From an optimization exercise on the open Yosys and OpenROAD flow, aimed at small area, a short achievable clock period and few clock cycles per item; shortcuts taken in it are not production practice.
In this exercise RTL edits were held to simulation tests only and were not proved equivalent to the original.
Power figures rest on the tool's default switching activity, not on a simulated workload.

[design/flow/design.v]
module  CONV(
	input				clk,
	input				rst_n,
	input 				mode,
	input       		in_valid,
	output reg			out_valid,
	output 		[13:0] 	AWADDR,
	output		 [7:0] 	AWLEN,
	output 				AWVALID,
	input 				AWREADY,
	output reg  [31:0]	WDATA,
	output 				WVALID,
	input 				WREADY,
	output 		[13:0] 	ARADDR,
	output 		 [7:0] 	ARLEN,
	output 				ARVALID,
	input 				ARREADY,
	input		[31:0] 	RDATA,
	input 				RVALID,
	output reg			RREADY
);
reg			mode_r;
wire [5:0]	dd = mode_r ? 6'd2 : 6'd1;
reg			ar_on;
reg  [5:0]	ar_y, ar_c;
reg  [1:0]	ar_e;		 
reg  [13:0]	ar_a;
wire		ar_v0n = (ar_y == 6'd0) || (mode_r && ar_y == 6'd1);
wire		ar_v2  = !((ar_y == 6'd63) || (mode_r && ar_y == 6'd62));
wire		ar_v3  = ar_y[0] && ((!ar_c[0] && ar_c != 6'd0) || ar_c == 6'd63);
wire [5:0]	ar_y1 = ar_y + 6'd1;
wire		ar_nv0n = (ar_y1 == 6'd0) || (mode_r && ar_y1 == 6'd1);
wire		ar_newcol = (ar_e == 2'd3) || (ar_e == 2'd2 && !ar_v3) || (ar_e == 2'd1 && !ar_v2 && !ar_v3);
reg  [5:0]	an_y, an_c;
reg  [1:0]	an_e;
reg			an_on;
always @(*) begin
	an_y = ar_y; an_c = ar_c; an_e = ar_e; an_on = ar_on;
	if (ar_newcol) begin
		if (ar_c == 6'd63) begin
			an_c = 6'd0;
			if (ar_y == 6'd63) an_on = 1'b0;
			else begin an_y = ar_y1; an_e = ar_nv0n ? 2'd1 : 2'd0; end
		end else begin
			an_c = ar_c + 6'd1;
			an_e = ar_v0n ? 2'd1 : 2'd0;
		end
	end else if (ar_e == 2'd0) an_e = 2'd1;
	else if (ar_e == 2'd1 && ar_v2) an_e = 2'd2;
	else an_e = 2'd3;
end
wire [5:0]	an_row = (an_e == 2'd0) ? an_y - dd : (an_e == 2'd2) ? an_y + dd : an_y;
wire [13:0]	an_a = (an_e == 2'd3) ? {4'b1000, an_y[5:1], an_c[0] ? 5'd31 : an_c[5:1] - 5'd1} : {2'b00, an_row, an_c};
assign ARADDR = ar_a;
assign ARLEN = 8'd0;
assign ARVALID = ar_on;
always @(posedge clk or negedge rst_n) begin
	if (!rst_n) begin
		ar_on <= 1'b0; ar_y <= 6'd0; ar_c <= 6'd0; ar_e <= 2'd1; ar_a <= 14'd0;
	end else if (in_valid) begin
		ar_on <= 1'b1; ar_y <= 6'd0; ar_c <= 6'd0; ar_e <= 2'd1; ar_a <= 14'd0;
	end else if (ar_on && ARREADY) begin
		ar_on <= an_on; ar_y <= an_y; ar_c <= an_c; ar_e <= an_e; ar_a <= an_a;
	end
end
reg			rs_on;
reg  [5:0]	rs_y, rs_c;
reg  [1:0]	rs_e;
wire		rs_v0n = (rs_y == 6'd0) || (mode_r && rs_y == 6'd1);
wire		rs_v2  = !((rs_y == 6'd63) || (mode_r && rs_y == 6'd62));
wire		rs_v3  = rs_y[0] && ((!rs_c[0] && rs_c != 6'd0) || rs_c == 6'd63);
wire [5:0]	rs_y1 = rs_y + 6'd1;
wire		rs_nv0n = (rs_y1 == 6'd0) || (mode_r && rs_y1 == 6'd1);
wire		rs_newcol = (rs_e == 2'd3) || (rs_e == 2'd2 && !rs_v3) || (rs_e == 2'd1 && !rs_v2 && !rs_v3);
wire		rs_colend = (rs_e == 2'd2) || (rs_e == 2'd1 && !rs_v2);
reg  [5:0]	rn_y, rn_c;
reg  [1:0]	rn_e;
reg			rn_on;
always @(*) begin
	rn_y = rs_y; rn_c = rs_c; rn_e = rs_e; rn_on = rs_on;
	if (rs_newcol) begin
		if (rs_c == 6'd63) begin
			rn_c = 6'd0;
			if (rs_y == 6'd63) rn_on = 1'b0;
			else begin rn_y = rs_y1; rn_e = rs_nv0n ? 2'd1 : 2'd0; end
		end else begin
			rn_c = rs_c + 6'd1;
			rn_e = rs_v0n ? 2'd1 : 2'd0;
		end
	end else if (rs_e == 2'd0) rn_e = 2'd1;
	else if (rs_e == 2'd1 && rs_v2) rn_e = 2'd2;
	else rn_e = 2'd3;
end
reg			c5f;		 
reg			f3, f4;		 
reg  [11:0]	p_n;		 
wire		p_oddeven = p_n[6] && !p_n[0];
reg			tmpf;		 
reg  [31:0]	tmp;
wire		p_tf = tmpf;
wire [31:0]	p_tmp = tmp;
reg  [287:0] win;		 
wire		r_acc = RVALID && RREADY;
wire		r_pix = r_acc && (rs_e != 2'd3);
always @(posedge clk or negedge rst_n) begin
	if (!rst_n) begin
		rs_on <= 1'b0; rs_y <= 6'd0; rs_c <= 6'd0; rs_e <= 2'd1;
	end else if (in_valid) begin
		rs_on <= 1'b1; rs_y <= 6'd0; rs_c <= 6'd0; rs_e <= 2'd1;
	end else if (r_acc) begin
		rs_on <= rn_on; rs_y <= rn_y; rs_c <= rn_c; rs_e <= rn_e;
	end
end
always @(posedge clk) begin
	if (r_acc && rs_e == 2'd3) tmp <= RDATA;
end
reg  [1:0]	pc;			 
reg  [1:0]	ph;			 
reg			act;		 
reg  [1:0]	j;			 
reg  [11:0]	e_n;		 
reg  [1:0]	rmask, cmask;	 
reg			v0, v1;
reg  [1:0]	j0, j1;
reg			f1, l1;		 
reg  [3:0]	n1;			 
reg  [35:0]	dgr;
reg  [26-1:0] ts, tc;
reg  [36:0]	acc;
reg			rv;			 
reg			wv, pm, wm, fin;
wire		can_push = !pm && (!wv || WREADY) && !(p_oddeven && !p_tf);
wire		frz = rv && v1 && f1 && !can_push;
wire [1:0]	pc_need = mode_r ? 2'd2 : 2'd1;
wire		pc_done = (pc == pc_need);
wire		col_rdy = mode_r ? c5f : f3;
wire		q_empty = !c5f && (mode_r || (!f3 && !f4));
wire		phantom = !rs_on && q_empty && (ph != pc_need) && pc_done;
wire		shift = !frz && (col_rdy || phantom) && (!act || j == 2'd0);
wire		start_out = shift && pc_done;
wire		mv3 = !mode_r && f4 && (!f3 || shift);
wire		mv4 = !mode_r && c5f && (!f4 || mv3);
wire		en3 = mode_r ? shift : mv3;
wire		en4 = mode_r ? shift : mv4;
wire [11:0]	e_n1 = e_n + 12'd1;
wire		push;
reg			c5f_n;
reg			tmpf_n;
always @(*) begin
	c5f_n = c5f;
	if (en4) c5f_n = 1'b0;
	else if (r_pix && rs_colend) c5f_n = 1'b1;
	tmpf_n = tmpf;
	if (push && p_oddeven) tmpf_n = 1'b0;
	if (r_acc && rs_e == 2'd3) tmpf_n = 1'b1;
end
wire		f4_n = mv4 ? 1'b1 : (mv3 ? 1'b0 : f4);
wire		act_n = frz ? act : (act ? ((j == 2'd0) ? start_out : 1'b1) : start_out);
wire [1:0]	j_n = frz ? j : (start_out ? 2'd3 : (act ? j - 2'd1 : j));
wire		rv_n = (!frz && v1 && l1) ? 1'b1 : (push ? 1'b0 : rv);
wire		c5go_n = mode_r ? ((!act_n || j_n == 2'd0) && !rv_n) : !f4_n;
wire		c5free_n = !c5f_n || c5go_n;
wire		rr_n = rn_on && ((rn_e == 2'd3) ? !tmpf_n : c5free_n);
wire		rr_keep = rs_on && ((rs_e == 2'd3) ? !tmpf_n : c5free_n);
always @(posedge clk or negedge rst_n) begin
	if (!rst_n) begin
		c5f <= 1'b0; tmpf <= 1'b0; RREADY <= 1'b0; f3 <= 1'b0; f4 <= 1'b0;
	end else if (in_valid) begin
		c5f <= 1'b0; tmpf <= 1'b0; RREADY <= 1'b0; f3 <= 1'b0; f4 <= 1'b0;
	end else begin
		c5f <= c5f_n; tmpf <= tmpf_n;
		f3 <= mv3 ? 1'b1 : (shift ? 1'b0 : f3);
		f4 <= mv4 ? 1'b1 : (mv3 ? 1'b0 : f4);
		RREADY <= r_acc ? rr_n : rr_keep;
	end
end
always @(posedge clk) begin
	if (shift) win[143:0] <= win[191:48];
	if (en3) win[191:144] <= win[239:192];
	if (en4) win[239:192] <= win[287:240];
	if (r_pix && rs_e == 2'd0) win[255:240] <= RDATA[31:16];
	if (r_pix && rs_e == 2'd1) win[271:256] <= RDATA[31:16];
	if (r_pix && rs_e == 2'd2) win[287:272] <= RDATA[31:16];
end
always @(posedge clk or negedge rst_n) begin
	if (!rst_n) begin
		pc <= 2'd0; ph <= 2'd0; act <= 1'b0; j <= 2'd3; e_n <= 12'hfff;
		rmask <= 2'd0; cmask <= 2'd0; v0 <= 1'b0; v1 <= 1'b0; j0 <= 2'd0; j1 <= 2'd0;
	end else if (in_valid) begin
		pc <= 2'd0; ph <= 2'd0; act <= 1'b0; j <= 2'd3; e_n <= 12'hfff; v0 <= 1'b0; v1 <= 1'b0;
	end else if (!frz) begin
		if (shift && !pc_done) pc <= pc + 2'd1;
		if (shift && phantom) ph <= ph + 2'd1;
		v0 <= act; j0 <= j;
		v1 <= v0; j1 <= j0;
		f1 <= (j0 == 2'd3); l1 <= (j0 == 2'd0);
		n1 <= (j0 == 2'd3) ? 4'd5 : (j0 == 2'd2) ? 4'd5 : (j0 == 2'd1) ? 4'd5 : 4'd0;
		if (act) begin
			j <= j - 2'd1;
			if (j == 2'd0) act <= start_out;
		end else if (start_out) begin
			act <= 1'b1;
		end
		if (start_out) begin
			j <= 2'd3;
			e_n <= e_n1;
			rmask[0] <= (e_n1[11:6] == 6'd0) || (mode_r && e_n1[11:6] == 6'd1);
			rmask[1] <= (e_n1[11:6] == 6'd63) || (mode_r && e_n1[11:6] == 6'd62);
			cmask[0] <= (e_n1[5:0] == 6'd0) || (mode_r && e_n1[5:0] == 6'd1);
			cmask[1] <= (e_n1[5:0] == 6'd63) || (mode_r && e_n1[5:0] == 6'd62);
		end
	end
end
wire [15:0] p0 = win[16*(0*3+0) +: 16];
wire [15:0] p1 = mode_r ? win[16*(2*3+0) +: 16] : win[16*(1*3+0) +: 16];
wire [15:0] p2 = mode_r ? win[16*(4*3+0) +: 16] : win[16*(2*3+0) +: 16];
wire [15:0] p3 = win[16*(0*3+1) +: 16];
wire [15:0] p4 = mode_r ? win[16*(2*3+1) +: 16] : win[16*(1*3+1) +: 16];
wire [15:0] p5 = mode_r ? win[16*(4*3+1) +: 16] : win[16*(2*3+1) +: 16];
wire [15:0] p6 = win[16*(0*3+2) +: 16];
wire [15:0] p7 = mode_r ? win[16*(2*3+2) +: 16] : win[16*(1*3+2) +: 16];
wire [15:0] p8 = mode_r ? win[16*(4*3+2) +: 16] : win[16*(2*3+2) +: 16];
wire m0 = rmask[0] | cmask[0], m1 = rmask[0], m2 = rmask[0] | cmask[1];
wire m3 = cmask[0], m5 = cmask[1];
wire m6 = rmask[1] | cmask[0], m7 = rmask[1], m8 = rmask[1] | cmask[1];
function [3:0] dig;
	input [15:0] p;
	input [1:0] jj;
	input mm;
	begin
		case (jj)
			2'd3: dig = mm ? 4'b1000 : {~p[15], p[14:12]};
			2'd2: dig = mm ? 4'b0000 : p[11:8];
			2'd1: dig = mm ? 4'b0000 : p[7:4];
			default: dig = mm ? 4'b0000 : p[3:0];
		endcase
	end
endfunction
wire [3:0] dn0 = dig(p0, j, m0), dn1 = dig(p1, j, m1), dn2 = dig(p2, j, m2);
wire [3:0] dn3 = dig(p3, j, m3), dn4 = dig(p4, j, 1'b0), dn5 = dig(p5, j, m5);
wire [3:0] dn6 = dig(p6, j, m6), dn7 = dig(p7, j, m7), dn8 = dig(p8, j, m8);
wire s1 = ~dn0[3] ^ dn1[3];
wire c2 = ~dn0[3] & dn1[3];
wire s3 = ~dn0[0] ^ dn1[2];
wire c4 = ~dn0[0] & dn1[2];
wire s5 = ~dn0[2] ^ ~dn0[0];
wire c6 = ~dn0[2] & ~dn0[0];
wire s7 = ~dn0[3] ^ ~dn0[1];
wire c8 = ~dn0[3] & ~dn0[1];
wire s9 = ~dn0[2] ^ ~dn0[0];
wire c10 = ~dn0[2] & ~dn0[0];
wire s11 = ~dn0[3] ^ ~dn0[1] ^ ~dn1[3];
wire c12 = (~dn0[3] & ~dn0[1]) | (~dn0[3] & ~dn1[3]) | (~dn0[1] & ~dn1[3]);
wire s13 = ~dn1[1] ^ ~dn2[3];
wire c14 = ~dn1[1] & ~dn2[3];
wire [13:0] q1_n = {c14, s13, c12, s11, c10, s9, c8, s7, c6, s5, c4, s3, c2, s1};
reg  [14-1:0] q1;
always @(posedge clk) begin
	if (!frz && act) begin
		dgr <= {dn8, dn7, dn6, dn5, dn4, dn3, dn2, dn1, dn0};
		q1 <= q1_n;
	end
end
wire [3:0] dg0 = dgr[3:0], dg1 = dgr[7:4], dg2 = dgr[11:8];
wire [3:0] dg3 = dgr[15:12], dg4 = dgr[19:16], dg5 = dgr[23:20];
wire [3:0] dg6 = dgr[27:24], dg7 = dgr[31:28], dg8 = dgr[35:32];
wire s15 = ~dg0[1] ^ ~dg1[0];
wire c16 = ~dg0[1] & ~dg1[0];
wire s17 = ~dg0[2] ^ dg0[0] ^ ~dg1[1];
wire c18 = (~dg0[2] & dg0[0]) | (~dg0[2] & ~dg1[1]) | (dg0[0] & ~dg1[1]);
wire s19 = ~dg2[0] ^ ~dg3[3];
wire c20 = ~dg2[0] & ~dg3[3];
wire s21 = ~dg0[3] ^ dg0[1] ^ ~dg1[2];
wire c22 = (~dg0[3] & dg0[1]) | (~dg0[3] & ~dg1[2]) | (dg0[1] & ~dg1[2]);
wire s23 = ~dg2[1] ^ dg3[2] ^ dg4[3];
wire c24 = (~dg2[1] & dg3[2]) | (~dg2[1] & dg4[3]) | (dg3[2] & dg4[3]);
wire s25 = dg4[1] ^ dg5[3];
wire c26 = dg4[1] & dg5[3];
wire s27 = dg0[2] ^ ~dg1[3] ^ ~dg1[0];
wire c28 = (dg0[2] & ~dg1[3]) | (dg0[2] & ~dg1[0]) | (~dg1[3] & ~dg1[0]);
wire s29 = ~dg2[2] ^ dg3[3] ^ dg3[0];
wire c30 = (~dg2[2] & dg3[3]) | (~dg2[2] & dg3[0]) | (dg3[3] & dg3[0]);
wire s31 = dg4[2] ^ ~dg5[1] ^ dg6[3];
wire c32 = (dg4[2] & ~dg5[1]) | (dg4[2] & dg6[3]) | (~dg5[1] & dg6[3]);
wire s33 = dg0[3] ^ ~dg1[1] ^ ~dg2[3];
wire c34 = (dg0[3] & ~dg1[1]) | (dg0[3] & ~dg2[3]) | (~dg1[1] & ~dg2[3]);
wire s35 = ~dg2[0] ^ dg3[1] ^ dg4[3];
wire c36 = (~dg2[0] & dg3[1]) | (~dg2[0] & dg4[3]) | (dg3[1] & dg4[3]);
wire s37 = ~dg4[0] ^ ~dg5[2];
wire c38 = ~dg4[0] & ~dg5[2];
wire s39 = ~dg0[0] ^ ~dg1[2] ^ dg1[0];
wire c40 = (~dg0[0] & ~dg1[2]) | (~dg0[0] & dg1[0]) | (~dg1[2] & dg1[0]);
wire s41 = ~dg2[1] ^ dg3[2] ^ dg3[0];
wire c42 = (~dg2[1] & dg3[2]) | (~dg2[1] & dg3[0]) | (dg3[2] & dg3[0]);
wire s43 = ~dg4[1] ^ ~dg5[3] ^ dg5[0];
wire c44 = (~dg4[1] & ~dg5[3]) | (~dg4[1] & dg5[0]) | (~dg5[3] & dg5[0]);
wire s45 = ~dg0[1] ^ ~dg1[3] ^ dg1[1];
wire c46 = (~dg0[1] & ~dg1[3]) | (~dg0[1] & dg1[1]) | (~dg1[3] & dg1[1]);
wire s47 = ~dg2[2] ^ ~dg2[0] ^ dg3[3];
wire c48 = (~dg2[2] & ~dg2[0]) | (~dg2[2] & dg3[3]) | (~dg2[0] & dg3[3]);
wire s49 = dg3[1] ^ ~dg4[2] ^ ~dg4[0];
wire c50 = (dg3[1] & ~dg4[2]) | (dg3[1] & ~dg4[0]) | (~dg4[2] & ~dg4[0]);
wire s51 = dg5[1] ^ dg6[3];
wire c52 = dg5[1] & dg6[3];
wire s53 = ~dg0[2] ^ dg1[2] ^ dg1[0];
wire c54 = (~dg0[2] & dg1[2]) | (~dg0[2] & dg1[0]) | (dg1[2] & dg1[0]);
wire s55 = ~dg2[3] ^ ~dg2[1] ^ dg3[2];
wire c56 = (~dg2[3] & ~dg2[1]) | (~dg2[3] & dg3[2]) | (~dg2[1] & dg3[2]);
wire s57 = dg3[0] ^ ~dg4[3] ^ ~dg4[1];
wire c58 = (dg3[0] & ~dg4[3]) | (dg3[0] & ~dg4[1]) | (~dg4[3] & ~dg4[1]);
wire s59 = dg5[2] ^ dg5[0] ^ dg6[2];
wire c60 = (dg5[2] & dg5[0]) | (dg5[2] & dg6[2]) | (dg5[0] & dg6[2]);
wire s61 = q1[0] ^ dg1[1] ^ ~dg2[2];
wire c62 = (q1[0] & dg1[1]) | (q1[0] & ~dg2[2]) | (dg1[1] & ~dg2[2]);
wire s63 = dg3[3] ^ dg3[1] ^ ~dg4[2];
wire c64 = (dg3[3] & dg3[1]) | (dg3[3] & ~dg4[2]) | (dg3[1] & ~dg4[2]);
wire s65 = dg4[0] ^ dg5[3] ^ dg5[1];
wire c66 = (dg4[0] & dg5[3]) | (dg4[0] & dg5[1]) | (dg5[3] & dg5[1]);
wire s67 = dg6[3] ^ dg6[0] ^ ~dg7[0];
wire c68 = (dg6[3] & dg6[0]) | (dg6[3] & ~dg7[0]) | (dg6[0] & ~dg7[0]);
wire s69 = q1[1] ^ q1[2] ^ dg1[0];
wire c70 = (q1[1] & q1[2]) | (q1[1] & dg1[0]) | (q1[2] & dg1[0]);
wire s71 = ~dg2[3] ^ dg3[2] ^ dg3[0];
wire c72 = (~dg2[3] & dg3[2]) | (~dg2[3] & dg3[0]) | (dg3[2] & dg3[0]);
wire s73 = ~dg4[3] ^ dg4[1] ^ dg5[2];
wire c74 = (~dg4[3] & dg4[1]) | (~dg4[3] & dg5[2]) | (dg4[1] & dg5[2]);
wire s75 = dg6[1] ^ ~dg7[1] ^ ~dg8[3];
wire c76 = (dg6[1] & ~dg7[1]) | (dg6[1] & ~dg8[3]) | (~dg7[1] & ~dg8[3]);
wire s77 = q1[3] ^ ~dg0[1] ^ dg1[3];
wire c78 = (q1[3] & ~dg0[1]) | (q1[3] & dg1[3]) | (~dg0[1] & dg1[3]);
wire s79 = dg1[1] ^ dg3[3] ^ dg3[1];
wire c80 = (dg1[1] & dg3[3]) | (dg1[1] & dg3[1]) | (dg3[3] & dg3[1]);
wire s81 = dg4[2] ^ dg5[3] ^ dg5[0];
wire c82 = (dg4[2] & dg5[3]) | (dg4[2] & dg5[0]) | (dg5[3] & dg5[0]);
wire s83 = dg6[2] ^ ~dg7[2];
wire c84 = dg6[2] & ~dg7[2];
wire s85 = q1[4] ^ dg1[2] ^ ~dg1[0];
wire c86 = (q1[4] & dg1[2]) | (q1[4] & ~dg1[0]) | (dg1[2] & ~dg1[0]);
wire s87 = ~dg2[0] ^ dg3[2] ^ dg4[3];
wire c88 = (~dg2[0] & dg3[2]) | (~dg2[0] & dg4[3]) | (dg3[2] & dg4[3]);
wire s89 = ~dg4[0] ^ dg5[1] ^ dg6[3];
wire c90 = (~dg4[0] & dg5[1]) | (~dg4[0] & dg6[3]) | (dg5[1] & dg6[3]);
wire s91 = dg6[0] ^ ~dg7[3] ^ ~dg8[2];
wire c92 = (dg6[0] & ~dg7[3]) | (dg6[0] & ~dg8[2]) | (~dg7[3] & ~dg8[2]);
wire s93 = q1[5] ^ q1[6] ^ dg1[3];
wire c94 = (q1[5] & q1[6]) | (q1[5] & dg1[3]) | (q1[6] & dg1[3]);
wire s95 = ~dg1[1] ^ ~dg2[1] ^ dg3[3];
wire c96 = (~dg1[1] & ~dg2[1]) | (~dg1[1] & dg3[3]) | (~dg2[1] & dg3[3]);
wire s97 = ~dg3[0] ^ ~dg4[1] ^ dg5[2];
wire c98 = (~dg3[0] & ~dg4[1]) | (~dg3[0] & dg5[2]) | (~dg4[1] & dg5[2]);
wire s99 = dg5[0] ^ dg6[1] ^ ~dg8[3];
wire c100 = (dg5[0] & dg6[1]) | (dg5[0] & ~dg8[3]) | (dg6[1] & ~dg8[3]);
wire s101 = q1[7] ^ q1[8] ^ ~dg1[2];
wire c102 = (q1[7] & q1[8]) | (q1[7] & ~dg1[2]) | (q1[8] & ~dg1[2]);
wire s103 = ~dg1[0] ^ ~dg2[2] ^ ~dg2[0];
wire c104 = (~dg1[0] & ~dg2[2]) | (~dg1[0] & ~dg2[0]) | (~dg2[2] & ~dg2[0]);
wire s105 = ~dg3[1] ^ ~dg4[2] ^ dg5[3];
wire c106 = (~dg3[1] & ~dg4[2]) | (~dg3[1] & dg5[3]) | (~dg4[2] & dg5[3]);
wire s107 = dg5[1] ^ dg6[2] ^ dg6[0];
wire c108 = (dg5[1] & dg6[2]) | (dg5[1] & dg6[0]) | (dg6[2] & dg6[0]);
wire s109 = q1[9] ^ q1[10] ^ q1[12];
wire c110 = (q1[9] & q1[10]) | (q1[9] & q1[12]) | (q1[10] & q1[12]);
wire s111 = ~dg2[1] ^ ~dg3[2] ^ ~dg4[3];
wire c112 = (~dg2[1] & ~dg3[2]) | (~dg2[1] & ~dg4[3]) | (~dg3[2] & ~dg4[3]);
wire s113 = dg4[0] ^ dg5[2] ^ ~dg5[0];
wire c114 = (dg4[0] & dg5[2]) | (dg4[0] & ~dg5[0]) | (dg5[2] & ~dg5[0]);
wire s115 = dg6[3] ^ dg6[1] ^ dg7[0];
wire c116 = (dg6[3] & dg6[1]) | (dg6[3] & dg7[0]) | (dg6[1] & dg7[0]);
wire s117 = q1[11] ^ q1[13] ^ ~dg0[2];
wire c118 = (q1[11] & q1[13]) | (q1[11] & ~dg0[2]) | (q1[13] & ~dg0[2]);
wire s119 = ~dg1[2] ^ ~dg2[2] ^ ~dg3[3];
wire c120 = (~dg1[2] & ~dg2[2]) | (~dg1[2] & ~dg3[3]) | (~dg2[2] & ~dg3[3]);
wire s121 = dg4[1] ^ dg5[3] ^ ~dg5[1];
wire c122 = (dg4[1] & dg5[3]) | (dg4[1] & ~dg5[1]) | (dg5[3] & ~dg5[1]);
wire s123 = ~dg0[3] ^ ~dg1[3];
wire c124 = ~dg0[3] & ~dg1[3];
wire s125 = ~dg0[1] ^ dg1[1] ^ dg2[0];
wire c126 = (~dg0[1] & dg1[1]) | (~dg0[1] & dg2[0]) | (dg1[1] & dg2[0]);
wire s127 = ~dg0[2] ^ dg1[2] ^ dg2[1];
wire c128 = (~dg0[2] & dg1[2]) | (~dg0[2] & dg2[1]) | (dg1[2] & dg2[1]);
wire s129 = ~dg3[0] ^ ~dg5[3] ^ ~dg5[1];
wire c130 = (~dg3[0] & ~dg5[3]) | (~dg3[0] & ~dg5[1]) | (~dg5[3] & ~dg5[1]);
wire s131 = ~dg0[3] ^ ~dg0[0] ^ dg1[3];
wire c132 = (~dg0[3] & ~dg0[0]) | (~dg0[3] & dg1[3]) | (~dg0[0] & dg1[3]);
wire s133 = dg2[2] ^ ~dg3[1] ^ dg4[0];
wire c134 = (dg2[2] & ~dg3[1]) | (dg2[2] & dg4[0]) | (~dg3[1] & dg4[0]);
wire s135 = ~dg5[2] ^ dg5[0];
wire c136 = ~dg5[2] & dg5[0];
wire s137 = s15 ^ dg2[3] ^ ~dg3[2];
wire c138 = (s15 & dg2[3]) | (s15 & ~dg3[2]) | (dg2[3] & ~dg3[2]);
wire s139 = dg3[0] ^ dg4[1] ^ ~dg5[3];
wire c140 = (dg3[0] & dg4[1]) | (dg3[0] & ~dg5[3]) | (dg4[1] & ~dg5[3]);
wire s141 = dg5[1] ^ dg6[0] ^ dg8[3];
wire c142 = (dg5[1] & dg6[0]) | (dg5[1] & dg8[3]) | (dg6[0] & dg8[3]);
wire s143 = c16 ^ s17 ^ s19;
wire c144 = (c16 & s17) | (c16 & s19) | (s17 & s19);
wire s145 = dg3[1] ^ dg4[2] ^ dg4[0];
wire c146 = (dg3[1] & dg4[2]) | (dg3[1] & dg4[0]) | (dg4[2] & dg4[0]);
wire s147 = dg5[2] ^ dg6[1] ^ ~dg7[0];
wire c148 = (dg5[2] & dg6[1]) | (dg5[2] & ~dg7[0]) | (dg6[1] & ~dg7[0]);
wire s149 = c18 ^ c20 ^ s21;
wire c150 = (c18 & c20) | (c18 & s21) | (c20 & s21);
wire s151 = s23 ^ s25 ^ ~dg5[0];
wire c152 = (s23 & s25) | (s23 & ~dg5[0]) | (s25 & ~dg5[0]);
wire s153 = dg6[2] ^ ~dg7[1] ^ dg8[0];
wire c154 = (dg6[2] & ~dg7[1]) | (dg6[2] & dg8[0]) | (~dg7[1] & dg8[0]);
wire s155 = c22 ^ c24 ^ c26;
wire c156 = (c22 & c24) | (c22 & c26) | (c24 & c26);
wire s157 = s27 ^ s29 ^ s31;
wire c158 = (s27 & s29) | (s27 & s31) | (s29 & s31);
wire s159 = dg6[0] ^ ~dg7[2] ^ dg8[1];
wire c160 = (dg6[0] & ~dg7[2]) | (dg6[0] & dg8[1]) | (~dg7[2] & dg8[1]);
wire s161 = c28 ^ c30 ^ c32;
wire c162 = (c28 & c30) | (c28 & c32) | (c30 & c32);
wire s163 = s33 ^ s35 ^ s37;
wire c164 = (s33 & s35) | (s33 & s37) | (s35 & s37);
wire s165 = dg6[1] ^ ~dg7[3] ^ dg8[2];
wire c166 = (dg6[1] & ~dg7[3]) | (dg6[1] & dg8[2]) | (~dg7[3] & dg8[2]);
wire s167 = c34 ^ c36 ^ c38;
wire c168 = (c34 & c36) | (c34 & c38) | (c36 & c38);
wire s169 = s39 ^ s41 ^ s43;
wire c170 = (s39 & s41) | (s39 & s43) | (s41 & s43);
wire s171 = dg6[2] ^ dg6[0] ^ dg8[3];
wire c172 = (dg6[2] & dg6[0]) | (dg6[2] & dg8[3]) | (dg6[0] & dg8[3]);
wire s173 = c40 ^ c42 ^ c44;
wire c174 = (c40 & c42) | (c40 & c44) | (c42 & c44);
wire s175 = s45 ^ s47 ^ s49;
wire c176 = (s45 & s47) | (s45 & s49) | (s47 & s49);
wire s177 = s51 ^ dg6[1] ^ ~dg8[0];
wire c178 = (s51 & dg6[1]) | (s51 & ~dg8[0]) | (dg6[1] & ~dg8[0]);
wire s179 = c46 ^ c48 ^ c50;
wire c180 = (c46 & c48) | (c46 & c50) | (c48 & c50);
wire s181 = c52 ^ s53 ^ s55;
wire c182 = (c52 & s53) | (c52 & s55) | (s53 & s55);
wire s183 = s57 ^ s59 ^ ~dg8[1];
wire c184 = (s57 & s59) | (s57 & ~dg8[1]) | (s59 & ~dg8[1]);
wire s185 = c54 ^ c56 ^ c58;
wire c186 = (c54 & c56) | (c54 & c58) | (c56 & c58);
wire s187 = c60 ^ s61 ^ s63;
wire c188 = (c60 & s61) | (c60 & s63) | (s61 & s63);
wire s189 = s65 ^ s67 ^ ~dg8[2];
wire c190 = (s65 & s67) | (s65 & ~dg8[2]) | (s67 & ~dg8[2]);
wire s191 = c62 ^ c64 ^ c66;
wire c192 = (c62 & c64) | (c62 & c66) | (c64 & c66);
wire s193 = c68 ^ s69 ^ s71;
wire c194 = (c68 & s69) | (c68 & s71) | (s69 & s71);
wire s195 = s73 ^ s75 ^ ~dg8[0];
wire c196 = (s73 & s75) | (s73 & ~dg8[0]) | (s75 & ~dg8[0]);
wire s197 = c70 ^ c72 ^ c74;
wire c198 = (c70 & c72) | (c70 & c74) | (c72 & c74);
wire s199 = c76 ^ s77 ^ s79;
wire c200 = (c76 & s77) | (c76 & s79) | (s77 & s79);
wire s201 = s81 ^ s83 ^ ~dg8[1];
wire c202 = (s81 & s83) | (s81 & ~dg8[1]) | (s83 & ~dg8[1]);
wire s203 = c78 ^ c80 ^ c82;
wire c204 = (c78 & c80) | (c78 & c82) | (c80 & c82);
wire s205 = c84 ^ s85 ^ s87;
wire c206 = (c84 & s85) | (c84 & s87) | (s85 & s87);
wire s207 = s89 ^ s91 ^ ~dg8[0];
wire c208 = (s89 & s91) | (s89 & ~dg8[0]) | (s91 & ~dg8[0]);
wire s209 = c86 ^ c88 ^ c90;
wire c210 = (c86 & c88) | (c86 & c90) | (c88 & c90);
wire s211 = c92 ^ s93 ^ s95;
wire c212 = (c92 & s93) | (c92 & s95) | (s93 & s95);
wire s213 = s97 ^ s99 ^ ~dg8[1];
wire c214 = (s97 & s99) | (s97 & ~dg8[1]) | (s99 & ~dg8[1]);
wire s215 = c94 ^ c96 ^ c98;
wire c216 = (c94 & c96) | (c94 & c98) | (c96 & c98);
wire s217 = c100 ^ s101 ^ s103;
wire c218 = (c100 & s101) | (c100 & s103) | (s101 & s103);
wire s219 = s105 ^ s107 ^ ~dg8[2];
wire c220 = (s105 & s107) | (s105 & ~dg8[2]) | (s107 & ~dg8[2]);
wire s221 = c102 ^ c104 ^ c106;
wire c222 = (c102 & c104) | (c102 & c106) | (c104 & c106);
wire s223 = c108 ^ s109 ^ s111;
wire c224 = (c108 & s109) | (c108 & s111) | (s109 & s111);
wire s225 = s113 ^ s115 ^ ~dg8[3];
wire c226 = (s113 & s115) | (s113 & ~dg8[3]) | (s115 & ~dg8[3]);
wire s227 = c110 ^ c112 ^ c114;
wire c228 = (c110 & c112) | (c110 & c114) | (c112 & c114);
wire s229 = c116 ^ s117 ^ s119;
wire c230 = (c116 & s117) | (c116 & s119) | (s117 & s119);
wire s231 = s121 ^ dg6[2] ^ dg7[1];
wire c232 = (s121 & dg6[2]) | (s121 & dg7[1]) | (dg6[2] & dg7[1]);
wire s233 = c118 ^ c120 ^ c122;
wire c234 = (c118 & c120) | (c118 & c122) | (c120 & c122);
wire s235 = s123 ^ ~dg2[3] ^ dg4[2];
wire c236 = (s123 & ~dg2[3]) | (s123 & dg4[2]) | (~dg2[3] & dg4[2]);
wire s237 = ~dg5[2] ^ dg6[3] ^ dg7[2];
wire c238 = (~dg5[2] & dg6[3]) | (~dg5[2] & dg7[2]) | (dg6[3] & dg7[2]);
wire s239 = c124 ^ dg4[3];
wire c240 = c124 & dg4[3];
wire s241 = ~dg0[0] ^ dg1[0];
wire c242 = ~dg0[0] & dg1[0];
wire s243 = s125 ^ ~dg5[2] ^ ~dg5[0];
wire c244 = (s125 & ~dg5[2]) | (s125 & ~dg5[0]) | (~dg5[2] & ~dg5[0]);
wire s245 = ~dg6[2] ^ dg8[2];
wire c246 = ~dg6[2] & dg8[2];
wire s247 = c126 ^ s127 ^ s129;
wire c248 = (c126 & s127) | (c126 & s129) | (s127 & s129);
wire s249 = ~dg6[3] ^ dg8[3] ^ dg8[1];
wire c250 = (~dg6[3] & dg8[3]) | (~dg6[3] & dg8[1]) | (dg8[3] & dg8[1]);
wire s251 = c128 ^ c130 ^ s131;
wire c252 = (c128 & c130) | (c128 & s131) | (c130 & s131);
wire s253 = s133 ^ s135 ^ dg8[2];
wire c254 = (s133 & s135) | (s133 & dg8[2]) | (s135 & dg8[2]);
wire s255 = c132 ^ c134 ^ c136;
wire c256 = (c132 & c134) | (c132 & c136) | (c134 & c136);
wire s257 = s137 ^ s139 ^ s141;
wire c258 = (s137 & s139) | (s137 & s141) | (s139 & s141);
wire s259 = c138 ^ c140 ^ c142;
wire c260 = (c138 & c140) | (c138 & c142) | (c140 & c142);
wire s261 = s143 ^ s145 ^ s147;
wire c262 = (s143 & s145) | (s143 & s147) | (s145 & s147);
wire s263 = c144 ^ c146 ^ c148;
wire c264 = (c144 & c146) | (c144 & c148) | (c146 & c148);
wire s265 = s149 ^ s151 ^ s153;
wire c266 = (s149 & s151) | (s149 & s153) | (s151 & s153);
wire s267 = c150 ^ c152 ^ c154;
wire c268 = (c150 & c152) | (c150 & c154) | (c152 & c154);
wire s269 = s155 ^ s157 ^ s159;
wire c270 = (s155 & s157) | (s155 & s159) | (s157 & s159);
wire s271 = c156 ^ c158 ^ c160;
wire c272 = (c156 & c158) | (c156 & c160) | (c158 & c160);
wire s273 = s161 ^ s163 ^ s165;
wire c274 = (s161 & s163) | (s161 & s165) | (s163 & s165);
wire s275 = c162 ^ c164 ^ c166;
wire c276 = (c162 & c164) | (c162 & c166) | (c164 & c166);
wire s277 = s167 ^ s169 ^ s171;
wire c278 = (s167 & s169) | (s167 & s171) | (s169 & s171);
wire s279 = c168 ^ c170 ^ c172;
wire c280 = (c168 & c170) | (c168 & c172) | (c170 & c172);
wire s281 = s173 ^ s175 ^ s177;
wire c282 = (s173 & s175) | (s173 & s177) | (s175 & s177);
wire s283 = c174 ^ c176 ^ c178;
wire c284 = (c174 & c176) | (c174 & c178) | (c176 & c178);
wire s285 = s179 ^ s181 ^ s183;
wire c286 = (s179 & s181) | (s179 & s183) | (s181 & s183);
wire s287 = c180 ^ c182 ^ c184;
wire c288 = (c180 & c182) | (c180 & c184) | (c182 & c184);
wire s289 = s185 ^ s187 ^ s189;
wire c290 = (s185 & s187) | (s185 & s189) | (s187 & s189);
wire s291 = c186 ^ c188 ^ c190;
wire c292 = (c186 & c188) | (c186 & c190) | (c188 & c190);
wire s293 = s191 ^ s193 ^ s195;
wire c294 = (s191 & s193) | (s191 & s195) | (s193 & s195);
wire s295 = c192 ^ c194 ^ c196;
wire c296 = (c192 & c194) | (c192 & c196) | (c194 & c196);
wire s297 = s197 ^ s199 ^ s201;
wire c298 = (s197 & s199) | (s197 & s201) | (s199 & s201);
wire s299 = c198 ^ c200 ^ c202;
wire c300 = (c198 & c200) | (c198 & c202) | (c200 & c202);
wire s301 = s203 ^ s205 ^ s207;
wire c302 = (s203 & s205) | (s203 & s207) | (s205 & s207);
wire s303 = c204 ^ c206 ^ c208;
wire c304 = (c204 & c206) | (c204 & c208) | (c206 & c208);
wire s305 = s209 ^ s211 ^ s213;
wire c306 = (s209 & s211) | (s209 & s213) | (s211 & s213);
wire s307 = c210 ^ c212 ^ c214;
wire c308 = (c210 & c212) | (c210 & c214) | (c212 & c214);
wire s309 = s215 ^ s217 ^ s219;
wire c310 = (s215 & s217) | (s215 & s219) | (s217 & s219);
wire s311 = c216 ^ c218 ^ c220;
wire c312 = (c216 & c218) | (c216 & c220) | (c218 & c220);
wire s313 = s221 ^ s223 ^ s225;
wire c314 = (s221 & s223) | (s221 & s225) | (s223 & s225);
wire s315 = c222 ^ c224 ^ c226;
wire c316 = (c222 & c224) | (c222 & c226) | (c224 & c226);
wire s317 = s227 ^ s229 ^ s231;
wire c318 = (s227 & s229) | (s227 & s231) | (s229 & s231);
wire s319 = c228 ^ c230 ^ c232;
wire c320 = (c228 & c230) | (c228 & c232) | (c230 & c232);
wire s321 = s233 ^ s235 ^ s237;
wire c322 = (s233 & s235) | (s233 & s237) | (s235 & s237);
wire s323 = c234 ^ c236 ^ c238;
wire c324 = (c234 & c236) | (c234 & c238) | (c236 & c238);
wire s325 = s239 ^ ~dg5[3] ^ dg7[3];
wire c326 = (s239 & ~dg5[3]) | (s239 & dg7[3]) | (~dg5[3] & dg7[3]);
wire s327 = s241 ^ ~dg5[1];
wire c328 = s241 & ~dg5[1];
wire s329 = c242 ^ s243 ^ s245;
wire c330 = (c242 & s243) | (c242 & s245) | (s243 & s245);
wire s331 = c244 ^ c246 ^ s247;
wire c332 = (c244 & c246) | (c244 & s247) | (c246 & s247);
wire s333 = c248 ^ c250 ^ s251;
wire c334 = (c248 & c250) | (c248 & s251) | (c250 & s251);
wire s335 = c252 ^ c254 ^ s255;
wire c336 = (c252 & c254) | (c252 & s255) | (c254 & s255);
wire s337 = c256 ^ c258 ^ s259;
wire c338 = (c256 & c258) | (c256 & s259) | (c258 & s259);
wire s339 = c260 ^ c262 ^ s263;
wire c340 = (c260 & c262) | (c260 & s263) | (c262 & s263);
wire s341 = c264 ^ c266 ^ s267;
wire c342 = (c264 & c266) | (c264 & s267) | (c266 & s267);
wire s343 = c268 ^ c270 ^ s271;
wire c344 = (c268 & c270) | (c268 & s271) | (c270 & s271);
wire s345 = c272 ^ c274 ^ s275;
wire c346 = (c272 & c274) | (c272 & s275) | (c274 & s275);
wire s347 = c276 ^ c278 ^ s279;
wire c348 = (c276 & c278) | (c276 & s279) | (c278 & s279);
wire s349 = c280 ^ c282 ^ s283;
wire c350 = (c280 & c282) | (c280 & s283) | (c282 & s283);
wire s351 = c284 ^ c286 ^ s287;
wire c352 = (c284 & c286) | (c284 & s287) | (c286 & s287);
wire s353 = c288 ^ c290 ^ s291;
wire c354 = (c288 & c290) | (c288 & s291) | (c290 & s291);
wire s355 = c292 ^ c294 ^ s295;
wire c356 = (c292 & c294) | (c292 & s295) | (c294 & s295);
wire s357 = c296 ^ c298 ^ s299;
wire c358 = (c296 & c298) | (c296 & s299) | (c298 & s299);
wire s359 = c300 ^ c302 ^ s303;
wire c360 = (c300 & c302) | (c300 & s303) | (c302 & s303);
wire s361 = c304 ^ c306 ^ s307;
wire c362 = (c304 & c306) | (c304 & s307) | (c306 & s307);
wire s363 = c308 ^ c310 ^ s311;
wire c364 = (c308 & c310) | (c308 & s311) | (c310 & s311);
wire s365 = c312 ^ c314 ^ s315;
wire c366 = (c312 & c314) | (c312 & s315) | (c314 & s315);
wire s367 = c316 ^ c318 ^ s319;
wire c368 = (c316 & c318) | (c316 & s319) | (c318 & s319);
wire s369 = c320 ^ c322 ^ s323;
wire c370 = (c320 & c322) | (c320 & s323) | (c322 & s323);
wire s371 = c324 ^ c326;
wire c372 = c324 & c326;
wire s373 = ~dg5[0] ^ ~dg6[0];
wire c374 = ~dg5[0] & ~dg6[0];
wire s375 = s327 ^ ~dg6[1] ^ dg8[1];
wire c376 = (s327 & ~dg6[1]) | (s327 & dg8[1]) | (~dg6[1] & dg8[1]);
wire s377 = c328 ^ s329 ^ dg8[0];
wire c378 = (c328 & s329) | (c328 & dg8[0]) | (s329 & dg8[0]);
wire s379 = c330 ^ s331 ^ s249;
wire c380 = (c330 & s331) | (c330 & s249) | (s331 & s249);
wire s381 = c332 ^ s333 ^ s253;
wire c382 = (c332 & s333) | (c332 & s253) | (s333 & s253);
wire s383 = c334 ^ s335 ^ s257;
wire c384 = (c334 & s335) | (c334 & s257) | (s335 & s257);
wire s385 = c336 ^ s337 ^ s261;
wire c386 = (c336 & s337) | (c336 & s261) | (s337 & s261);
wire s387 = c338 ^ s339 ^ s265;
wire c388 = (c338 & s339) | (c338 & s265) | (s339 & s265);
wire s389 = c340 ^ s341 ^ s269;
wire c390 = (c340 & s341) | (c340 & s269) | (s341 & s269);
wire s391 = c342 ^ s343 ^ s273;
wire c392 = (c342 & s343) | (c342 & s273) | (s343 & s273);
wire s393 = c344 ^ s345 ^ s277;
wire c394 = (c344 & s345) | (c344 & s277) | (s345 & s277);
wire s395 = c346 ^ s347 ^ s281;
wire c396 = (c346 & s347) | (c346 & s281) | (s347 & s281);
wire s397 = c348 ^ s349 ^ s285;
wire c398 = (c348 & s349) | (c348 & s285) | (s349 & s285);
wire s399 = c350 ^ s351 ^ s289;
wire c400 = (c350 & s351) | (c350 & s289) | (s351 & s289);
wire s401 = c352 ^ s353 ^ s293;
wire c402 = (c352 & s353) | (c352 & s293) | (s353 & s293);
wire s403 = c354 ^ s355 ^ s297;
wire c404 = (c354 & s355) | (c354 & s297) | (s355 & s297);
wire s405 = c356 ^ s357 ^ s301;
wire c406 = (c356 & s357) | (c356 & s301) | (s357 & s301);
wire s407 = c358 ^ s359 ^ s305;
wire c408 = (c358 & s359) | (c358 & s305) | (s359 & s305);
wire s409 = c360 ^ s361 ^ s309;
wire c410 = (c360 & s361) | (c360 & s309) | (s361 & s309);
wire s411 = c362 ^ s363 ^ s313;
wire c412 = (c362 & s363) | (c362 & s313) | (s363 & s313);
wire s413 = c364 ^ s365 ^ s317;
wire c414 = (c364 & s365) | (c364 & s317) | (s365 & s317);
wire s415 = c366 ^ s367 ^ s321;
wire c416 = (c366 & s367) | (c366 & s321) | (s367 & s321);
wire s417 = c368 ^ s369 ^ s325;
wire c418 = (c368 & s369) | (c368 & s325) | (s369 & s325);
wire s419 = c370 ^ s371 ^ c240;
wire c420 = (c370 & s371) | (c370 & c240) | (s371 & c240);
wire [25:0] tree_s = {1'b0, c420, c418, c416, c414, c412, c410, c408, c406, c404, c402, c400, c398, c396, c394, c392, c390, c388, c386, c384, c382, c380, c378, c376, c374, s373};
wire [25:0] tree_c = {1'b0, c372, s419, s417, s415, s413, s411, s409, s407, s405, s403, s401, s399, s397, s395, s393, s391, s389, s387, s385, s383, s381, s379, s377, s375, dg8[0]};
always @(posedge clk) begin
	if (!frz && v0) begin ts <= tree_s; tc <= tree_c; end
end
wire [36:0]	acc_base = {f1 ? 33'd384326 : acc[32:0], n1};
always @(posedge clk) begin
	if (!frz && v1) acc <= acc_base + {{(37-26){1'b0}}, ts} + {{(37-26){1'b0}}, tc};
end
reg  [31:0]	mx;
wire [31:0]	relu = acc[36] ? 32'd0 : acc[31:0];
assign		push = rv && can_push;
wire [31:0]	other = p_n[0] ? mx : p_tmp;
wire		o_gt = acc[36] || (other > acc[31:0]);
wire [31:0]	cmpv = o_gt ? other : acc[31:0];
wire [31:0]	mx_new = (p_n[0] || p_n[6]) ? cmpv : relu;
always @(posedge clk or negedge rst_n) begin
	if (!rst_n) rv <= 1'b0;
	else if (in_valid) rv <= 1'b0;
	else if (!frz && v1 && l1) rv <= 1'b1;
	else if (push) rv <= 1'b0;
end
always @(posedge clk) begin
	if (push) begin
		WDATA <= relu;
		mx <= mx_new;
	end else if (wv && WREADY && pm) WDATA <= mx;
end
always @(posedge clk or negedge rst_n) begin
	if (!rst_n) begin
		wv <= 1'b0; pm <= 1'b0; wm <= 1'b0; fin <= 1'b0; p_n <= 12'd0; out_valid <= 1'b0;
	end else begin
		out_valid <= wv && WREADY && wm && fin;
		if (in_valid) begin
			wv <= 1'b0; pm <= 1'b0; wm <= 1'b0; fin <= 1'b0; p_n <= 12'd0;
		end else if (push) begin
			wv <= 1'b1; wm <= 1'b0; pm <= p_n[0]; p_n <= p_n + 12'd1;
			if (p_n == 12'd4095) fin <= 1'b1;
		end else if (wv && WREADY) begin
			if (pm) begin pm <= 1'b0; wm <= 1'b1; end
			else wv <= 1'b0;
		end
	end
end
assign WVALID = wv;
reg			aw_on, aw_l1;
reg  [11:0]	aw_n;
reg  [13:0]	aw_a;
assign AWVALID = aw_on;
assign AWLEN = 8'd0;
assign AWADDR = aw_a;
wire [11:0]	aw_n1 = aw_n + 12'd1;
always @(posedge clk or negedge rst_n) begin
	if (!rst_n) begin
		aw_on <= 1'b0; aw_l1 <= 1'b0; aw_n <= 12'd0; aw_a <= 14'd0;
	end else if (in_valid) begin
		aw_on <= 1'b1; aw_l1 <= 1'b0; aw_n <= 12'd0; aw_a <= 14'h1000;
	end else if (aw_on && AWREADY) begin
		if (!aw_l1 && aw_n[0]) begin
			aw_l1 <= 1'b1;
			aw_a <= {4'b1000, aw_n[11:7], aw_n[5:1]};
		end else begin
			aw_l1 <= 1'b0;
			aw_n <= aw_n1;
			aw_a <= {2'b01, aw_n1};
			if (aw_n == 12'd4095) aw_on <= 1'b0;
		end
	end
end
always @(posedge clk or negedge rst_n) begin
	if (!rst_n) mode_r <= 1'b0;
	else if (in_valid) mode_r <= mode;
end
endmodule
[design/flow/run.sh]
#!/bin/bash
# synth_recipe.tcl (not shown) runs the flow's synth.tcl, then flattens the netlist and writes it again
# the make line also repeats each setting of config.mk as NAME=value (left out here)
make -C /OpenROAD-flow-scripts/flow DESIGN_CONFIG=/design/flow/config.mk WORK_HOME=/design/flow/orfs CLKGATE_MAP_FILE= SYNTH_SCRIPT=/design/flow/synth_recipe.tcl finish
[design/flow/config.mk]
export PLATFORM = sky130hd
export DESIGN_NAME = CONV
export DESIGN_NICKNAME = CONV
export VERILOG_FILES = /design/flow/design.v
export SDC_FILE = /design/flow/constraint.sdc
export NUM_CORES = 4
export LEC_CHECK = 0
export CAP_MARGIN = 20
export CORE_MARGIN = 2
export CORE_UTILIZATION = 40
export SETUP_SLACK_MARGIN = 4.6
export SLEW_MARGIN = 20
[design/flow/constraint.sdc]
create_clock -name core_clock -period 8.0 [get_ports {clk}]
set_input_delay 1.6000 -clock core_clock [delete_from_list [all_inputs] [get_ports {clk}]]
set_output_delay 1.6000 -clock core_clock [all_outputs]
set_load 0.01 [all_outputs]
==> results of run 1 <==
==> metal layers <==
metal	global-route usage	routed length, um	share of wire
met1	0.248	35400	0.43
met2	0.332	41800	0.50
met3	0.0320	3920	0.047
met4	0.0485	1750	0.021
met5	0	79	0.00095
==> cells in the final DEF (no fill, tap or decap), types with 11 or more instances in the layout <==
cell type / count
nand2_1: 169
buf_6: 30
ha_4: 16
fa_1: 152
nand3_1: 34
dfstp_2: 16
o21ai_0: 78
dfrtp_1: 99
clkbuf_1: 18
a211oi_1: 13
ha_1: 92
nor2_1: 155
mux2i_1: 39
fa_2: 64
o2bb2ai_1: 31
nand4_1: 31
xor2_1: 35
conb_1: 17
o31ai_1: 41
o21ai_1: 14
inv_2: 54
a222oi_1: 36
a21oi_1: 99
nand2b_1: 11
inv_1: 353
and3_1: 18
xnor2_1: 42
nor3_1: 24
clkdlybuf4s50_1: 99
edfxtp_1: 519
a21o_1: 27
clkbuf_16: 76
nor2b_1: 14
or3_1: 12
buf_4: 107
mux2_2: 21
==> final cells by class <==
class,count,area (um^2)
diodes,1,2.50
clock inverters,31,294
multi-input cells,1521,14100
fillers,7321,43100
repair buffers,259,2620
flip-flops and latches,640,18600
clock buffers,96,1960
inverters,418,1610
well taps,1134,1420
repair inverters,1,7.51
==> registers in the layout (all words and copies together), names as in the netlist, 6 cells and up <==
signal,count
tc,25
acc,34
dgr,36
ar_c,6
ts,25
mx,32
aw_a,14
aw_n,12
tmp,32
ar_a,13
e_n,12
rs_y,6
rs_c,6
q1,12
p_n,12
WDATA,32
ar_y,6
win,288
==> worst max-delay path by stage <==
stage	end	slack, ps
3_3_place_gp	win[22]	3110
2_1_floorplan	cmask[0]	2040
3_5_place_dp	win[30]	3030
5_1_grt	acc[31]	4350
4_1_cts	acc[31]	4430
6_report	tc[20]	4440
==> power by group through the flow <==
stage / combinational [W] / sequential, W / clock [W]
detailed placement: 0.00113 / 0.00402 / 0
global route: 0.00143 / 0.00396 / 0.00338
floorplan: 0.000755 / 0.00398 / 0
global placement: 0.00112 / 0.00401 / 0
CTS: 0.00123 / 0.00395 / 0.00324
finish: 0.00126 / 0.00395 / 0.00317
==> timing repair <==
| item | CTS | global route |
|---|---|---|
| pin swaps | 75 | 81 |
| gates cloned | 9 | 4 |
| buffers inserted | 73 | 49 |
| resized for setup | 174 | 132 |
| setup endpoints to repair | 390 | 124 |
==> metrics by stage <==
| step | util | cell area (um^2) | hold WS, ps | instances |
|---|---|---|---|---|
| finish | 0.486 | 40600 | 406 | 4101 |
| global route | 0.486 | 40600 | 411 | 4100 |
| CTS | 0.474 | 39700 | 409 | 4045 |
| detailed placement | 0.431 | 36100 | 405 | 3836 |
| global placement | 0.431 | 36100 | 402 | 3836 |
| floorplan | - | 34000 | 400 | 2696 |
==> kinds of logic (layout without fill, tap and decap cells) <==
logic type,after synthesis,count (layout),synth area share
mux,73,73,0.0228
compound gates,468,472,0.0967
other cells,1,18,0.000111
buf+inv,539,805,0.0626
simple gates,551,551,0.0764
flops,640,640,0.551
xor+xnor,79,79,0.0205
fa+ha+maj,329,329,0.170
==> results.json, run 1 <==
{
  "status": "timing/DRC/antenna clean",
  "cpLargestDelayFamily": "adder cells",
  "yosysWarnings": 1,
  "sw_frac_of_total": 0.260,
  "dr.pass1.iters": 8,
  "worstSetupPathType": "reg -> reg",
  "synth_top_area_cell": "edfxtp_1",
  "grt_pass1_vias": 22100,
  "drv_slew": 0,
  "core-area_um2": 83700,
  "power_density_nw_per_um2": 206,
  "peakVddDrop_mv": 0.132,
  "final-setup-viol-count": 0,
  "avgSynthCellArea_um2": 12.6,
  "grt_usage": 0.191,
  "finalCritPeriodShare": 0.445,
  "drc_errors": 0,
  "fp-row-count": 106,
  "synth_edf_count": 519,
  "ff2ff_setup_slack_ps": 4440,
  "p_comb_frac": 0.151,
  "p_int_w": 0.00621,
  "synth_most_common_cell": "edfxtp_1",
  "fp.dieH_um": 295,
  "worstHoldPathType": "reg -> reg",
  "cts.sinks": 640,
  "routed_wl_um": 83000,
  "power_switching_w": 0.00218,
  "pre_cts_ws_ps": 3030,
  "ys_seq_area_frac": 0.551,
  "gr-total-overflow": 0,
  "cts_tree": "done",
  "fmax_mhz": 281,
  "start_util": 0.404,
  "p_leak_nw": 16.0,
  "grt_max_degree": 94,
  "crit_slowest_cell": "fa_1",
  "grt_pass1_wl_um": 127000,
  "min_to": "win[97]",
  "pwr-share-clk": 0.378,
  "synthArstFlopShare": 0.189,
  "cts_buffers": 71,
  "wire_per_inst_um": 20.2,
  "clkLatencyLatePin_ps": 630,
  "finalPower_w": 0.00838,
  "rsz0062_at_grt": "yes",
  "area.growth.synth_to_final_pct": 20.2,
  "antenna_found_initial": 6,
  "io_pins": 121,
  "synthTopCellsByArea": "edfxtp_1, fa_1, dfrtp_1, inv_1, ha_1",
  "htree_levels": 3,
  "crit_buf_inv": 4,
  "worstRegToRegCells": 9,
  "startpoint": "dgr[22]",
  "ys_ff_latch": 640,
  "clkTransAtPathRegs_ps": 60,
  "drtIter0Drc": 1564,
  "maxCapViolCount": 0,
  "netlist_area_um2": 33800,
  "path_max_fanout": 4,
  "worstHoldStart": "win[145]",
  "io_buffers": 103,
  "ant_nets": 0,
  "crit_path_start_kind": "register",
  "finalHoldViolations": 0,
  "synthDominantCellAreaShare": 0.461,
  "fin_crit_ps": 3560,
  "pwr-share-seq": 0.471,
  "drive_above_1_share": 0.192,
  "cp-end-kind": "register",
  "worst_slack_ps": 4440,
  "ys_top_cells_by_count": "edfxtp_1, inv_1, fa_1",
  "worstMarginPinSlew_ps": 987,
  "path_common_cell": "fa_2",
  "cp_slowest_stage_delay_ps": 570,
  "hpwlAfterDp_um": 57100,
  "max_slew_margin": 0.342,
  "die_area_um2": 86800,
  "routed_via_density": 5.20,
  "fin_worst_skew_ps": 40.0,
  "ys.flop_type": "edfxtp_1",
  "worstPathCellList": "clkinvlp_4 -> fa_1 -> inv_2 -> fa_2 -> inv_2 -> fa_2 -> fa_2 -> inv_2 -> fa_2",
  "worst_ep_required_time_ps": 8330,
  "timing.rr.end": "tc[20]",
  "gp_congestion": 0.927,
  "r2r_start": "dgr[22]",
  "cp_data_arrival_time_ps": 3900,
  "dieWidth_um": 295,
  "ctsRootBufferMaster": "clkbuf_16",
  "whs_path_depth": 0,
  "cts_hold_buffers": 0,
  "clk_path_buf_depth": 3,
  "vias": 21300,
  "synth_cell_type_count": 95,
  "final_nets": 3280,
  "setup_tns_ps": 0,
  "synthCells": 2680,
  "crit_cells": 9
}
Testbench counts, summed over its fixed seeds: cycles 224,425, images 12.
==> run 2, diff against run 1 <==
--- a/design/flow/config.mk
+++ b/design/flow/config.mk
@@ -7,6 +7,8 @@
 export LEC_CHECK = 0
 export CAP_MARGIN = 20
 export CORE_MARGIN = 2
-export CORE_UTILIZATION = 40
+export CORE_UTILIZATION = 60
+export CTS_BUF_LIST = sky130_fd_sc_hd__clkbuf_4 sky130_fd_sc_hd__clkbuf_8
+export PLACE_DENSITY = 0.75
 export SETUP_SLACK_MARGIN = 4.6
 export SLEW_MARGIN = 20
==> run 2 against run 1 <==
Net effect: first-iteration DRC count increased by 42%; cell area decreased by 2.9%; global-route usage increased by 9.1 points; clock-buffer cell count increased by 49; sequential power about the same; clock skew increased by 32 ps; synthesized cell count unchanged; register-to-register slack got worse by 20 ps; flip-flop and latch count unchanged; clock power decreased by 12%; fmax decreased by 0.60%; critical path type unchanged; largest cell class unchanged; largest power group unchanged.
==> results.json, run 2 <==
{
  "finalCritPeriodShare": 0.448,
  "r2r_start": "dgr[17]",
  "peakVddDrop_mv": 0.183,
  "drv_slew": 0,
  "min_to": "win[214]",
  "ys_top_cells_by_count": "edfxtp_1, inv_1, fa_1",
  "htree_levels": 3,
  "largest_reg_flops": 288,
  "synth_fa_ha_area_frac": 0.170,
  "synth_top_area_cell": "edfxtp_1",
  "wire_per_inst_um": 21.5,
  "crit_path_start_kind": "register",
  "worstMarginPinSlew_ps": 886,
  "yosysWarnings": 1,
  "fin_crit_ps": 3580,
  "cts_buffers": 102,
  "crit_slowest_cell": "fa_1",
  "ys_seq_area_frac": 0.551,
  "grt_pass1_vias": 21900,
  "finalHoldViolations": 0,
  "timing.rr.end": "tc[15]",
  "worstPathCellList": "clkinvlp_4 -> fa_1 -> inv_2 -> fa_2 -> inv_2 -> fa_2 -> fa_2 -> inv_2 -> fa_2",
  "rsz0062_at_grt": "yes",
  "synth_top_family_by_area": "adder cells",
  "ctsRootBufferMaster": "clkbuf_8",
  "netlist_area_um2": 33800,
  "path_max_fanout": 5,
  "synth_mux_area_frac": 0.0228,
  "gp_congestion": 0.942,
  "final-setup-viol-count": 0,
  "avgSynthCellArea_um2": 12.6,
  "ant_nets": 0,
  "gr-total-overflow": 0,
  "final_common_cell": "edfxtp_1",
  "synthCells": 2680,
  "drtIter0Drc": 2218,
  "fin_worst_skew_ps": 71.8,
  "routed_via_density": 5.79,
  "grt_usage": 0.282,
  "whs_path_depth": 0,
  "finalPower_w": 0.00801,
  "synth_cell_type_count": 95,
  "worst_ep_required_time_ps": 8410,
  "crit_buf_inv": 4,
  "grt_max_degree": 69,
  "cts.sinks": 640,
  "dp_cells": 3447,
  "synth_xor_area_frac": 0.0205,
  "status": "timing/DRC/antenna clean",
  "synthDominantCellAreaShare": 0.461,
  "cpLargestDelayFamily": "adder cells",
  "hpwlAfterDp_um": 55300,
  "layout_common_cells": "edfxtp_1, inv_1, nand2_1",
  "path_common_cell": "fa_2",
  "start_util": 0.610,
  "fmax_mhz": 279,
  "regMostFlops": "win",
  "max_slew_margin": 0.409,
  "dr.pass1.iters": 6,
  "clkLatencyLatePin_ps": 740,
  "grt_pass1_wl_um": 123000,
  "cp_slowest_stage_delay_ps": 600,
  "io_buffers": 103,
  "antenna_found_initial": 1,
  "io_pins": 121,
  "ys.flop_type": "edfxtp_1",
  "drc_errors": 0,
  "cp_data_arrival_time_ps": 3990,
  "routed_wl_um": 80500,
  "cts_tree": "done",
  "cp-end-kind": "register",
  "core-area_um2": 55400,
  "die_area_um2": 58200,
  "ys_ff_latch": 640,
  "fp.dieH_um": 241,
  "dieWidth_um": 241,
  "worstSetupPathType": "reg -> reg",
  "top_regs": "win x288, dgr x36, acc x34",
  "worstRegToRegCells": 9,
  "clk_path_buf_depth": 3,
  "ff2ff_setup_slack_ps": 4420,
  "synthArstFlopShare": 0.189,
  "instances_no_fill": 3737,
  "synth_edf_count": 519,
  "drive_above_1_share": 0.193,
  "vias": 21600,
  "power_density_nw_per_um2": 203,
  "synth_most_common_cell": "edfxtp_1",
  "synth_compound_area_frac": 0.0967,
  "synthTopCellsByArea": "edfxtp_1, fa_1, dfrtp_1, inv_1, ha_1",
  "fp-row-count": 86,
  "clkTransAtPathRegs_ps": 60,
  "worstHoldStart": "win[262]",
  "final_nets": 3271,
  "worstHoldPathType": "reg -> reg",
  "area.growth.synth_to_final_pct": 16.7,
  "cts_hold_buffers": 0,
  "setup_tns_ps": 0,
  "maxCapViolCount": 0,
  "p_leak_nw": 15.7,
  "synth-simple-area-share": 0.0764
}
[run 2: cell types whose count changed in the layout (fill, tap and decap cells not counted), sizes merged, moves of 2 or more]
cell	delta
bufinv	-2
clkinv	+18
clkbuf	+48
buf	-37
o21a	-2
clkinvlp	-3
[run 2: logic make-up after synthesis]
logic type | after synthesis
compound gates | 468
xor+xnor | 79
fa+ha+maj | 329
buf+inv | 539
flops | 640
mux | 73
other cells | 1
simple gates | 551
[run 2: power breakdown]
part,internal [W],switching [W]
logic,0.000508,0.000755
registers,0.00386,0.0000994
clock network,0.00147,0.00132
[run 2: through the flow]
| stage | hold WS (ps) | setup WS (ps) | utilization | instance area [um^2] |
|---|---|---|---|---|
| after floorplan | 400 | 2040 | - | 34000 |
| after global placement | 401 | 3070 | 0.642 | 35600 |
| after detailed placement | 405 | 2960 | 0.642 | 35600 |
| after CTS | 394 | 4430 | 0.700 | 38800 |
| after global routing | 402 | 4360 | 0.712 | 39500 |
| final | 412 | 4420 | 0.712 | 39500 |
[run 2: repair_timing]
item | in CTS | in global routing
gates resized for setup | 147 | 120
cloned | 7 | 2
pin swaps | 71 | 65
endpoints found under the setup margin | 449 | 117
buffers inserted | 69 | 20
[run 2: routing by layer]
metal / vias to the layer above / share of wire / global-route usage
met4: 0 / 0.036 / 0.0984
li1: 9791 / - / -
met1: 10800 / 0.41 / 0.387
met5: - / 0 / 0
met2: 832 / 0.49 / 0.465
met3: 172 / 0.063 / 0.0431
[run 2: worst max-delay path by stage]
| stage | from | end | cells past startpoint |
|---|---|---|---|
| 2_1_floorplan | WREADY | cmask[0] | 7 |
| 3_5_place_dp | WREADY | win[154] | 6 |
| 4_1_cts | dgr[12] | tc[11] | 10 |
| 6_report | dgr[17] | tc[15] | 9 |
| 5_1_grt | f1 | acc[29] | 16 |
| 3_3_place_gp | WREADY | win[178] | 6 |
[run 2: cell type report]
| cell class | count | area, um^2 |
|---|---|---|
| timing repair inverter | 1 | 7.51 |
| clock inverter | 44 | 344 |
| multi-input combinational | 1520 | 13900 |
| timing repair buffer | 220 | 2290 |
| sequential | 640 | 18600 |
| clock buffer | 145 | 1740 |
| tap | 748 | 936 |
| inverter | 418 | 1600 |
| fill | 3751 | 16000 |
| antenna | 1 | 2.50 |
==> run 3, diff against run 2 <==
--- a/design/flow/config.mk
+++ b/design/flow/config.mk
@@ -7,8 +7,7 @@
 export LEC_CHECK = 0
 export CAP_MARGIN = 20
 export CORE_MARGIN = 2
-export CORE_UTILIZATION = 60
+export CORE_UTILIZATION = 40
 export CTS_BUF_LIST = sky130_fd_sc_hd__clkbuf_4 sky130_fd_sc_hd__clkbuf_8
-export PLACE_DENSITY = 0.75
-export SETUP_SLACK_MARGIN = 4.6
+export SETUP_SLACK_MARGIN = 4.8
 export SLEW_MARGIN = 20
==> run 3 against run 2 <==
Net effect: clock power is 3% higher; via count is 0.77% lower; register-to-register slack better by 70 ps; combinational power is 3% higher; cell area is 4.5% higher; area after synthesis stayed put; largest cell class unchanged; highest routed layer is now met5.
==> results.json, run 3 <==
{
  "clk_path_buf_depth": 3,
  "crit_buf_inv": 3,
  "ctsRootBufferMaster": "clkbuf_8",
  "core-area_um2": 83700,
  "p_comb_frac": 0.160,
  "grt_usage": 0.190,
  "cts_hold_buffers": 0,
  "hpwlAfterDp_um": 56600,
  "wire_per_inst_um": 19.9,
  "clkTransAtPathRegs_ps": 60,
  "fp.dieH_um": 295,
  "worstMarginPinSlew_ps": 1050,
  "status": "timing/DRC/antenna clean",
  "ys_seq_area_frac": 0.551,
  "dp_cells": 3836,
  "power_switching_w": 0.00219,
  "antenna_cells": 0,
  "drc_errors": 0,
  "io_buffers": 103,
  "power_density_nw_per_um2": 197,
  "path_common_cell": "buf_12",
  "drive_above_1_share": 0.244,
  "ys.flop_type": "edfxtp_1",
  "final_common_cell": "edfxtp_1",
  "rsz0062_at_grt": "yes",
  "fmax_mhz": 284,
  "clkLatencyLatePin_ps": 720,
  "drtIter0Drc": 1508,
  "fp-row-count": 106,
  "p_int_w": 0.00593,
  "pwr-share-clk": 0.353,
  "top_regs": "win x288, dgr x36, acc x34",
  "area.growth.synth_to_final_pct": 22.0,
  "dieWidth_um": 295,
  "drv_slew": 0,
  "cp_slowest_stage_delay_ps": 470,
  "final-setup-viol-count": 0,
  "gr-total-overflow": 0,
  "largest_reg_flops": 288,
  "synth_edf_count": 519,
  "peakVddDrop_mv": 0.123,
  "ys_top_cells_by_count": "edfxtp_1, inv_1, fa_1",
  "synth_top_area_cell": "edfxtp_1",
  "layout_common_cells": "edfxtp_1, inv_1, nand2_1",
  "seq_area_um2": 18600,
  "maxCapViolCount": 0,
  "routed_via_density": 5.14,
  "setup_tns_ps": 0,
  "antenna_found_initial": 1,
  "cts.sinks": 640,
  "htree_levels": 3,
  "cts_buffers": 105,
  "avgSynthCellArea_um2": 12.6,
  "cp_data_arrival_time_ps": 3940,
  "synthArstFlopShare": 0.189,
  "vias": 21500,
  "synth_cell_type_count": 95,
  "instances_no_fill": 4177,
  "cts_tree": "done",
  "die_area_um2": 86800,
  "crit_path_start_kind": "register",
  "gp_congestion": 0.915,
  "sw_frac_of_total": 0.269,
  "regMostFlops": "win",
  "dr.pass1.iters": 8,
  "worstPathCellList": "buf_12 -> buf_12 -> nor2_1 -> fa_1 -> ha_4 -> a21o_1 -> a211o_4 -> o32ai_4 -> buf_12 -> nor3b_4 -> a31oi_4 -> o31ai_1 -> a21oi_1 -> xnor2_1",
  "routed_wl_um": 83200,
  "io_pins": 121,
  "grt_max_degree": 68,
  "grt_pass1_vias": 22200,
  "crit_slowest_cell": "fa_1"
}
-- run 3: cell counts after synthesis --
No cell type changed its count.
-- run 3: logic make-up after synthesis --
| group | share of synthesized area |
|---|---|
| xor+xnor | 0.0205 |
| buf+inv | 0.0626 |
| fa+ha+maj | 0.170 |
| flops | 0.551 |
| mux | 0.0228 |
| simple gates | 0.0764 |
| compound gates | 0.0967 |
| other cells | 0.000111 |
-- run 3: timing repair --
action | in CTS | in global routing
gates cloned | 13 | 5
pin swaps | 67 | 105
setup buffers | 82 | 46
endpoints found under the setup margin | 451 | 180
gates resized for setup | 226 | 215
-- run 3: layout make-up --
type                       instances  share of cell area
sequential                       640               0.452
tap                             1134              0.0344
multi-input combinational       1525               0.357
inverter                         418              0.0391
timing repair inverter             1            0.000182
clock buffer                     137              0.0415
clock inverter                    57             0.00989
timing repair buffer             265              0.0654
-- run 3: worst paths after layout --
check / startpoint / endpoint / slack (ps) / cells past startpoint
max in group asynchronous: rst_n / ar_c[3] / 6100 / 2
min: win[284] / win[236] / 410 / 0
min in group asynchronous: rst_n / ar_a[1] / 860 / 1
max: f1 / acc[23] / 4480 / 14
max reg2reg: f1 / acc[23] / 4480 / 14
min reg2reg: win[284] / win[236] / 410 / 0
-- run 3: routing by layer --
metal	track usage	routed length [um]	vias up
li1	-	-	9930
met1	0.241	34400	10800
met2	0.328	41700	593
met3	0.0349	4500	144
met4	0.0641	2590	2
met5	0	13	-
-- run 3: worst register-to-register path: cells and delay by family (launching register included) --
| kind | cells | cell delay [ps] |
|---|---|---|
| AND/OR/NAND/NOR | 2 | 200 |
| XOR/XNOR | 1 | 90 |
| AO/OA/AOI/OAI | 6 | 1390 |
| buffers and inverters | 3 | 480 |
| adder cells (fa/ha/maj) | 2 | 670 |
| flip-flops | 1 | 420 |
-- run 3: power groups by stage --
stage | sequential, W | combinational (W) | clock (W)
detailed placement | 0.00403 | 0.00115 | 0
finish | 0.00396 | 0.00130 | 0.00286
global route | 0.00397 | 0.00148 | 0.00309
CTS | 0.00395 | 0.00125 | 0.00295
global placement | 0.00403 | 0.00113 | 0
floorplan | 0.00398 | 0.000776 | 0
-- run 3: per-stage QoR --
step           hold slack (ps)  setup WS (ps)  area, um^2  power (W)   util
3_5_place_dp               405           3040       36300    0.00518  0.434
2_1_floorplan              400           2040       34300    0.00475      -
5_1_grt                    418           4350       41200    0.00854  0.493
6_report                   413           4480       41200    0.00812  0.493
4_1_cts                    407           4570       39800    0.00815  0.476
3_3_place_gp               403           3100       36300    0.00515  0.434

Setup slack of run 3, layout unchanged: 4.485 ns with ideal ports, 4.485 ns with driving cells assumed (clock clkbuf_16, inputs buf_2), 4.029 ns with port delays also shifted by the 0.760 ns mid clock arrival.
